Background: an optimization exercise with open tools, aiming at small area, a short achievable clock period and few clock cycles. Do not read the settings as production practice.
Where RTL was checked, it was by simulation tests only, not by an equivalence proof against the original.
The flow treats the clock pin as an ideal source, which a real chip does not have.
Power is estimated from default activity; no workload was simulated.

Design Processor, start of the top module:
module Processor (
    clk, rst, start,
    imem_addr, imem_data,
    dmem_we, dmem_addr, dmem_wdata
  );
  input clk, rst, start;
  output [19:0] imem_addr;
  input  [15:0] imem_data;
  output        dmem_we;
  output [11:0] dmem_addr;
  output [15:0] dmem_wdata;
  reg        run;               
  reg [19:0] pcx;               
  wire [19:0] pc = pcx ^ 20'h20;
  reg        d_ldm, d_std, d_add, d_not;
  reg [2:0]  rt;                
  reg [7:0]  sel_s, sel_t;      
  reg        fa_add, fa_nadd;   
  reg        fb_add, fb_nadd;   
  reg [15:0] A, B;              
  reg        e_add, e_pass, e_not, e_std;
  reg        e_we;              
  reg        e_run;             
  reg [2:0]  e_rt;
  reg [15:0] R [0:7];
  wire go = run | start;
  wire [19:0] pc_next;
  Inc20 pc_inc (.a(pc), .ci(go), .y(pc_next));
  wire d_wr = d_ldm | d_add | d_not;
  wire       n_val = go & ~d_ldm;
  wire [4:0] n_op  = imem_data[15:11];
  wire [2:0] n_rs  = imem_data[10:8];
  wire [2:0] n_rt  = imem_data[7:5];
  wire       n_ldm = n_op == 5'd1;
  wire       hit_s = rt == n_rs;    
  wire       hit_t = rt == n_rt;
  wire [15:0] sum;
  Adder16 add (.a(A), .b(B), .s(sum));
  wire [15:0] bn     = B ^ {16{e_not}};
  wire [15:0] bx     = bn & {16{e_pass}};
  wire [15:0] result_lo, result_hi;
  LateOr16 res_lo (.s(sum), .en(e_add), .e(bx), .y(result_lo));
  LateOr16 res_hi (.s(sum), .en(e_add), .e(bx), .y(result_hi));
  reg  [15:0] rf_s, rf_t;
  integer k;
  always @(*)
  begin
    rf_s = 16'b0;
    rf_t = 16'b0;
    for (k = 0; k < 8; k = k + 1)
    begin
      rf_s = rf_s | (R[k] & {16{sel_s[k]}});
      rf_t = rf_t | (R[k] & {16{sel_t[k]}});
    end
  end
  wire [15:0] early_s = rf_s | (bn & {16{fa_nadd}});
  wire [15:0] early_t = rf_t | (bn & {16{fb_nadd}}) | (imem_data & {16{d_ldm}});
  wire [15:0] rd_s, rd_t;
  LateOr16 fwd_s (.s(sum), .en(fa_add), .e(early_s), .y(rd_s));
  LateOr16 fwd_t (.s(sum), .en(fb_add), .e(early_t), .y(rd_t));
  always @(posedge clk, posedge rst)
  begin
    if (rst)
    begin
      run    <= 1'b0;
  ...
Size: ~220 flip-flops, about 68 I/O pins, about 10,000 sq um of cells after synthesis.
==> flow/config.mk <==
export PLATFORM = sky130hd
export DESIGN_NAME = Processor
export DESIGN_NICKNAME = Processor
export VERILOG_FILES = /design/flow/design.v
export SDC_FILE = /design/flow/constraint.sdc
export NUM_CORES = 4
export LEC_CHECK = 0
export CAP_MARGIN = 20
export CORE_MARGIN = 2
export CORE_UTILIZATION = 50
export CTS_CLUSTER_DIAMETER = 100
export CTS_CLUSTER_SIZE = 25
export PLACE_DENSITY = 0.65
export SETUP_SLACK_MARGIN = 2.15
export SLEW_MARGIN = 20
export SYNTH_HIERARCHICAL = 1
export SYNTH_MINIMUM_KEEP_SIZE = 0
==> flow/constraint.sdc <==
create_clock -name core_clock -period 4.0 [get_ports {clk}]
set_input_delay 0.8000 -clock core_clock [delete_from_list [all_inputs] [get_ports {clk}]]
set_output_delay 0.8000 -clock core_clock [all_outputs]
set_load 0.01 [all_outputs]
standard.sh (not shown) runs the stock make flow with config.mk's settings and CLKGATE_MAP_FILE= SYNTH_SCRIPT=/design/flow/synth_recipe.tcl, a recipe that flattens the netlist after the stock synthesis.
==> flow/flow/run.sh <==
#!/bin/bash
# The standard layout (standard.sh) with two changes:
#  - the input and output ports are buffered by a plain buffer
#    (sky130_fd_sc_hd__buf_2) instead of the cell the resizer picks by
#    itself (a delay cell);
#  - after CTS, the level of clock buffers between the root buffer and the
#    leaf buffers is removed (flatten_tree.tcl), so that the root buffer
#    drives the leaf buffers directly: a shorter clock tree, the same for
#    every register.
# Each tool's full output stays in orfs/logs/; make's output goes to
# flow_make_*.log and the tree edit's to flow_tree.log.
set -euo pipefail
export BUFFER_PORTS_ARGS="-buffer_cell sky130_fd_sc_hd__buf_2"
bash standard.sh cts > flow_make_1.log 2>&1
export CTS_ODB=orfs/results/${FLOW_PLATFORM}/Processor/base/4_cts.odb
openroad -no_init -exit flow/flatten_tree.tcl > flow_tree.log 2>&1
bash standard.sh finish > flow_make_2.log 2>&1
==> flow/flow/flatten_tree.tcl <==
# Drive the leaf clock buffers straight from the root clock buffer: each
# buffer between them is removed and its loads are moved to the root's net.
read_db $::env(CTS_ODB)
set block [ord::get_db_block]
set root [$block findInst clkbuf_0_clk]
if {$root eq "NULL"} {
  puts "no root clock buffer clkbuf_0_clk; tree left as it is"
} else {
  set rootnet [[$root findITerm X] getNet]
  set mids {}
  foreach it [$rootnet getITerms] {
    set inst [$it getInst]
    if {$inst eq $root} { continue }
    set master [[$inst getMaster] getName]
    if {[string match sky130_fd_sc_hd__clkbuf_* $master] && [string match clkbuf_* [$inst getName]]} {
      lappend mids $inst
    }
  }
  foreach mid $mids {
    set midnet [[$mid findITerm X] getNet]
    set loads {}
    foreach it [$midnet getITerms] {
      if {[$it getInst] ne $mid} { lappend loads $it }
    }
    foreach it $loads {
      $it disconnect
      $it connect $rootnet
    }
    [$mid findITerm A] disconnect
    [$mid findITerm X] disconnect
    puts "removed [$mid getName]: [llength $loads] loads moved to [$rootnet getName]"
    odb::dbInst_destroy $mid
    odb::dbNet_destroy $midnet
  }
  write_db $::env(CTS_ODB)
}
The first run completed with no timing, DRC or antenna violations.
Rerun with:
--- a/flow/config.mk
+++ b/flow/config.mk
@@ -14 +14 @@
-export SETUP_SLACK_MARGIN = 2.15
+export SETUP_SLACK_MARGIN = 2.1
Total power fell by 1.5%.
Clock skew hardly moves.
Fmax is lower by 1.4%.
Clock-buffer cell count stays the same.
Area after synthesis stays the same.
Hold slack barely changes.
Setup slack gets worse by 26 ps.
Via count barely changes.
Function was not checked in any run of this note: the RTL went through the layout flow alone.

========
Processor, a different RTL version from the one above (not shown whole).
Size in the first run: ~68 I/O pins, roughly 0.010 mm² of cells after synthesis.
clock: 4.0 ns
lec_check: 0
cap_margin: 20
core_margin: 2
core_utilization: 50
cts_cluster_diameter: 100
cts_cluster_size: 30
place_density: 0.65
setup_slack_margin: 2.0
slew_margin: 20
synth_hierarchical: 1
synth_minimum_keep_size: 0
Scripts as last shown in full above: flow/flow/run.sh, flow/flow/flatten_tree.tcl
The first run passed the timing, design-rule and antenna checks.
Testbench counts at the start, summed over its fixed seeds: cycles 9,893.
Rerun with:
Settings changed: CORE_UTILIZATION 50 to 60, PLACE_DENSITY 0.65 to 0.75, SETUP_SLACK_MARGIN 2.0 to 2.1.
After rerunning:
- The new run went through all stages and came out clean
- die area is lower by 16%
- sequential share of layout area is lower by 0.24 points
- total power is higher by 1.3%
Rerun with:
Settings changed: CORE_UTILIZATION 60 to 50, PLACE_DENSITY 0.75 to 0.65, SETUP_SLACK_MARGIN 2.1 to 1.9.
Setup slack loses 0.14 ns; non-clock buffer count rises by 1; fmax falls by 6.8%; synthesized cell count is unchanged; final area falls by 1.5%.
Rerun with:
--- a/flow/flow/run.sh
+++ b/flow/flow/run.sh
@@ -2,5 +2,5 @@
 # The standard layout (standard.sh) with two changes:
 #  - the input and output ports are buffered by a plain buffer
-#    (sky130_fd_sc_hd__buf_2) instead of the cell the resizer picks by
+#    (sky130_fd_sc_hd__buf_1) instead of the cell the resizer picks by
 #    itself (a delay cell);
 #  - after CTS, the level of clock buffers between the root buffer and the
@@ -11,5 +11,5 @@
 # flow_make_*.log and the tree edit's to flow_tree.log.
 set -euo pipefail
-export BUFFER_PORTS_ARGS="-buffer_cell sky130_fd_sc_hd__buf_2"
+export BUFFER_PORTS_ARGS="-buffer_cell sky130_fd_sc_hd__buf_1"
 bash standard.sh cts > flow_make_1.log 2>&1
 export CTS_ODB=orfs/results/${FLOW_PLATFORM}/Processor/base/4_cts.odb
Settings changed: SETUP_SLACK_MARGIN 1.9 to 2.1.
After rerunning: The changed run completed without violations; setup slack gets better by 0.10 ns; die area is unchanged; final area went up by 1.6%; non-clock buffer count rose by 3; via count is about the same.

========
## job 1638
Starting RTL as in the previous note.
export LEC_CHECK = 0
export CAP_MARGIN = 20
export CORE_MARGIN = 2
export CORE_UTILIZATION = 50
export CTS_CLUSTER_DIAMETER = 100
export CTS_CLUSTER_SIZE = 30
export PLACE_DENSITY = 0.65
export SETUP_SLACK_MARGIN = 2.2
export SLEW_MARGIN = 20
export SYNTH_HIERARCHICAL = 1
export SYNTH_MINIMUM_KEEP_SIZE = 0
create_clock -name core_clock -period 4.0 [get_ports {clk}]
==> flow/flow/run.sh <==
#!/bin/bash
# The standard layout (standard.sh) with two changes:
#  - the input and output ports are buffered by a plain buffer
#    (sky130_fd_sc_hd__buf_2) instead of the cell the resizer picks by
#    itself (a delay cell);
#  - after CTS, the level of clock buffers between the root buffer and the
#    leaf buffers is removed (flatten_tree.tcl), so that the root buffer
#    drives the leaf buffers directly: a shorter clock tree, the same for
#    every register.
# Each tool's full output stays in orfs/logs/; make's output goes to
# flow_make_*.log and the tree edit's to flow_tree.log.
set -euo pipefail
export BUFFER_PORTS_ARGS="-buffer_cell sky130_fd_sc_hd__buf_2"
bash standard.sh cts > flow_make_1.log 2>&1
export CTS_ODB=orfs/results/${FLOW_PLATFORM}/Processor/base/4_cts.odb
openroad -no_init -exit flow/flatten_tree.tcl > flow_tree.log 2>&1
bash standard.sh finish > flow_make_2.log 2>&1
Scripts as last shown in full above: flow/flow/flatten_tree.tcl
Job 1638 completed; timing, DRC and antenna clean
Testbench counts of job 1638, summed over its fixed seeds: cycles 9,893.
Here is what was changed in the inputs of job 5083 compared with job 1638.
# job 1638
export LEC_CHECK = 0
export CAP_MARGIN = 20
export CORE_MARGIN = 2
export CORE_UTILIZATION = 50
export CTS_CLUSTER_DIAMETER = 100
export CTS_CLUSTER_SIZE = 30
export PLACE_DENSITY = 0.65
export SETUP_SLACK_MARGIN = 2.2
export SLEW_MARGIN = 20
export SYNTH_HIERARCHICAL = 1
export SYNTH_MINIMUM_KEEP_SIZE = 0
create_clock -name core_clock -period 4.0 [get_ports {clk}]
# job 5083
export LEC_CHECK = 0
export CAP_MARGIN = 20
export CORE_MARGIN = 2
export CORE_UTILIZATION = 50
export CTS_CLUSTER_DIAMETER = 100
export CTS_CLUSTER_SIZE = 30
export PLACE_DENSITY = 0.65
export SETUP_SLACK_MARGIN = 2.4
export SLEW_MARGIN = 20
export SYNTH_HIERARCHICAL = 1
export SYNTH_MINIMUM_KEEP_SIZE = 0
create_clock -name core_clock -period 4.0 [get_ports {clk}]
--- outcome ---
- Max slack of the critical path across job 5083 and job 1638: job 1638
- Job 5083 reports a higher layout overhead on the synthesized area than job 1638 does.
- From job 1638 to job 5083 the numbers moved as follows: worst voltage drop across the vdd grid has increased; worst setup slack before clock tree synthesis has decreased; minimum clock period has increased; setup TNS has remained practically unchanged.
- Max global-route usage across job 5083 and job 1638: job 5083
The inputs of job 2912 differ from those of job 5083 as listed below.
# job 5083
export LEC_CHECK = 0
export CAP_MARGIN = 20
export CORE_MARGIN = 2
export CORE_UTILIZATION = 50
export CTS_CLUSTER_DIAMETER = 100
export CTS_CLUSTER_SIZE = 30
export PLACE_DENSITY = 0.65
export SETUP_SLACK_MARGIN = 2.4
export SLEW_MARGIN = 20
export SYNTH_HIERARCHICAL = 1
export SYNTH_MINIMUM_KEEP_SIZE = 0
create_clock -name core_clock -period 4.0 [get_ports {clk}]
# job 2912
export LEC_CHECK = 0
export CAP_MARGIN = 20
export CORE_MARGIN = 2
export CORE_UTILIZATION = 50
export CTS_CLUSTER_DIAMETER = 100
export CTS_CLUSTER_SIZE = 30
export PLACE_DENSITY = 0.65
export SETUP_SLACK_MARGIN = 2.3
export SLEW_MARGIN = 20
export SYNTH_HIERARCHICAL = 1
export SYNTH_MINIMUM_KEEP_SIZE = 0
create_clock -name core_clock -period 4.0 [get_ports {clk}]
Notes after the runs:
- Job 5083 and job 2912 ended up with nearly the same count of flip-flops with a built-in enable after synthesis.
- Diff job 5083 -> job 2912: slew at the pin closest to its max-slew limit went up 0.060 ns, routed metal-1 wirelength decreased by 3.0% relative to the old numbers, power share of the clock group did not really move, quantity of I/O buffers inserted on ports neither gained nor lost much.
- On least setup slack across all paths after layout, job 2912 does better than job 5083.
#### Input delta (job 493 over job 2912)
# job 2912
export LEC_CHECK = 0
export CAP_MARGIN = 20
export CORE_MARGIN = 2
export CORE_UTILIZATION = 50
export CTS_CLUSTER_DIAMETER = 100
export CTS_CLUSTER_SIZE = 30
export PLACE_DENSITY = 0.65
export SETUP_SLACK_MARGIN = 2.3
export SLEW_MARGIN = 20
export SYNTH_HIERARCHICAL = 1
export SYNTH_MINIMUM_KEEP_SIZE = 0
create_clock -name core_clock -period 4.0 [get_ports {clk}]
# job 493
export LEC_CHECK = 0
export CAP_MARGIN = 20
export CORE_MARGIN = 2
export CORE_UTILIZATION = 50
export CTS_CLUSTER_DIAMETER = 100
export CTS_CLUSTER_SIZE = 30
export PLACE_DENSITY = 0.65
export SETUP_SLACK_MARGIN = 2.1
export SLEW_MARGIN = 20
export SYNTH_HIERARCHICAL = 1
export SYNTH_MINIMUM_KEEP_SIZE = 0
create_clock -name core_clock -period 4.0 [get_ports {clk}]
--- outcome ---
- When the final numbers for job 493 and job 2912 were put side by side, the leakage dissipation turned out to be smaller in job 493.
- Delta (job 493 minus job 2912): share of the cycle needed by the critical path after routing held steady, met1 track demand over resource in global routing shrank by 2.3 points, number of global-route vias before repair shrank by 494, critical path depth shrank by 6, total power shrank by about 6%.
- Between job 493 and job 2912, the global-route usage is lower for job 493.
#### Input delta (job 1570 over job 493)
# job 493
export LEC_CHECK = 0
export CAP_MARGIN = 20
export CORE_MARGIN = 2
export CORE_UTILIZATION = 50
export CTS_CLUSTER_DIAMETER = 100
export CTS_CLUSTER_SIZE = 30
export PLACE_DENSITY = 0.65
export SETUP_SLACK_MARGIN = 2.1
export SLEW_MARGIN = 20
export SYNTH_HIERARCHICAL = 1
export SYNTH_MINIMUM_KEEP_SIZE = 0
create_clock -name core_clock -period 4.0 [get_ports {clk}]
# job 1570
export LEC_CHECK = 0
export CAP_MARGIN = 20
export CORE_MARGIN = 2
export CORE_UTILIZATION = 50
export CTS_CLUSTER_DIAMETER = 100
export CTS_CLUSTER_SIZE = 30
export PLACE_DENSITY = 0.65
export SETUP_SLACK_MARGIN = 2.2
export SLEW_MARGIN = 20
export SYNTH_HIERARCHICAL = 1
export SYNTH_MINIMUM_KEEP_SIZE = 0
export TNS_END_PERCENT = 20
create_clock -name core_clock -period 4.0 [get_ports {clk}]
Findings:
- Sort job 493 and job 1570 by register-to-register slack desc -> top: job 493
- Between job 1570 and job 493, it is job 1570 whose final core utilization is higher, by 0.34 points.
- First-iteration DRC count, job 1570 vs job 493: up by more than 10%
Relative to job 1570, the following input files were edited for job 9511:
# job 1570
export LEC_CHECK = 0
export CAP_MARGIN = 20
export CORE_MARGIN = 2
export CORE_UTILIZATION = 50
export CTS_CLUSTER_DIAMETER = 100
export CTS_CLUSTER_SIZE = 30
export PLACE_DENSITY = 0.65
export SETUP_SLACK_MARGIN = 2.2
export SLEW_MARGIN = 20
export SYNTH_HIERARCHICAL = 1
export SYNTH_MINIMUM_KEEP_SIZE = 0
export TNS_END_PERCENT = 20
create_clock -name core_clock -period 4.0 [get_ports {clk}]
# job 9511
export LEC_CHECK = 0
export CAP_MARGIN = 20
export CORE_MARGIN = 2
export CORE_UTILIZATION = 50
export CTS_CLUSTER_DIAMETER = 100
export CTS_CLUSTER_SIZE = 30
export PLACE_DENSITY = 0.65
export SETUP_SLACK_MARGIN = 2.2
export SLEW_MARGIN = 20
export SYNTH_HIERARCHICAL = 1
export SYNTH_MINIMUM_KEEP_SIZE = 0
export TNS_END_PERCENT = 0
create_clock -name core_clock -period 4.0 [get_ports {clk}]
==> summary.txt <==
On synthesized cell area, job 9511 tracks job 1570 almost exactly.
Changes observed in job 9511 relative to job 1570: proportion of cell area occupied by multi-input gates moved down; worst setup slack went up; worst-skew pair later-pin latency roughly the same; final area fell 1.3%.
Job 9511 — aggregate routed wire length 1.2% lower, job 1570 as reference
For job 9511, the launching element of the worst setup path was B[9], unlike job 1570, where it was e_clr.
Going from job 1570 to job 9511, routing usage on met2 shrinks by 0.64 points.

[static timing again, ports no longer ideal]
No port has a modelled driver above. Below, the same layouts with a new extraction and two added sets of constraints. Step 1: set_driving_cell puts a clkbuf_16 on clk and a buf_2 on each other input, an assumption about the parent block. Step 2 adds t to the input delays and takes it off the output delays; t is the mean of the earliest and latest rising clock arrival at the registers after step 1. Input paths then give back, and output paths get back, about the clock's delay inside the block. a / b / c = ideal / step 1 / step 2; a / b = the first two.
run	t (ns)	setup slack, ns	clock arrival spread, ns	pins driven straight from the clock port
the first run of note 1	0.460	2.167 / 2.122 / 1.937	0.018 / 0.019	1
the second run of note 1	0.459	2.142 / 2.122 / 1.936	0.019 / 0.019	1
the first run of note 2	0.426	2.037 / 2.037 / 1.843	0.028 / 0.029	1
the second run of note 2	0.441	2.127 / 2.107 / 1.914	0.010 / 0.011	1
the third run of note 2	0.430	1.990 / 1.990 / 1.844	0.031 / 0.031	1
the fourth run of note 2	0.435	2.094 / 2.094 / 1.760	0.030 / 0.030	1
job 1638	0.431	2.163 / 2.135 / 1.914	0.033 / 0.033	1
job 5083	0.439	2.119 / 2.097 / 2.055	0.034 / 0.033	1
job 2912	0.432	2.124 / 2.124 / 2.020	0.034 / 0.034	1
job 493	0.427	2.121 / 2.112 / 1.845	0.030 / 0.029	1
job 1570	0.431	2.084 / 2.084 / 1.925	0.032 / 0.032	1
job 9511	0.429	2.093 / 2.093 / 1.928	0.031 / 0.030	1
After both steps setup and hold are still met in every run listed. The setup slack of the fourth run of note 2, which loses most, moves by 0.000 ns with the drivers and by -0.334 ns with both steps.
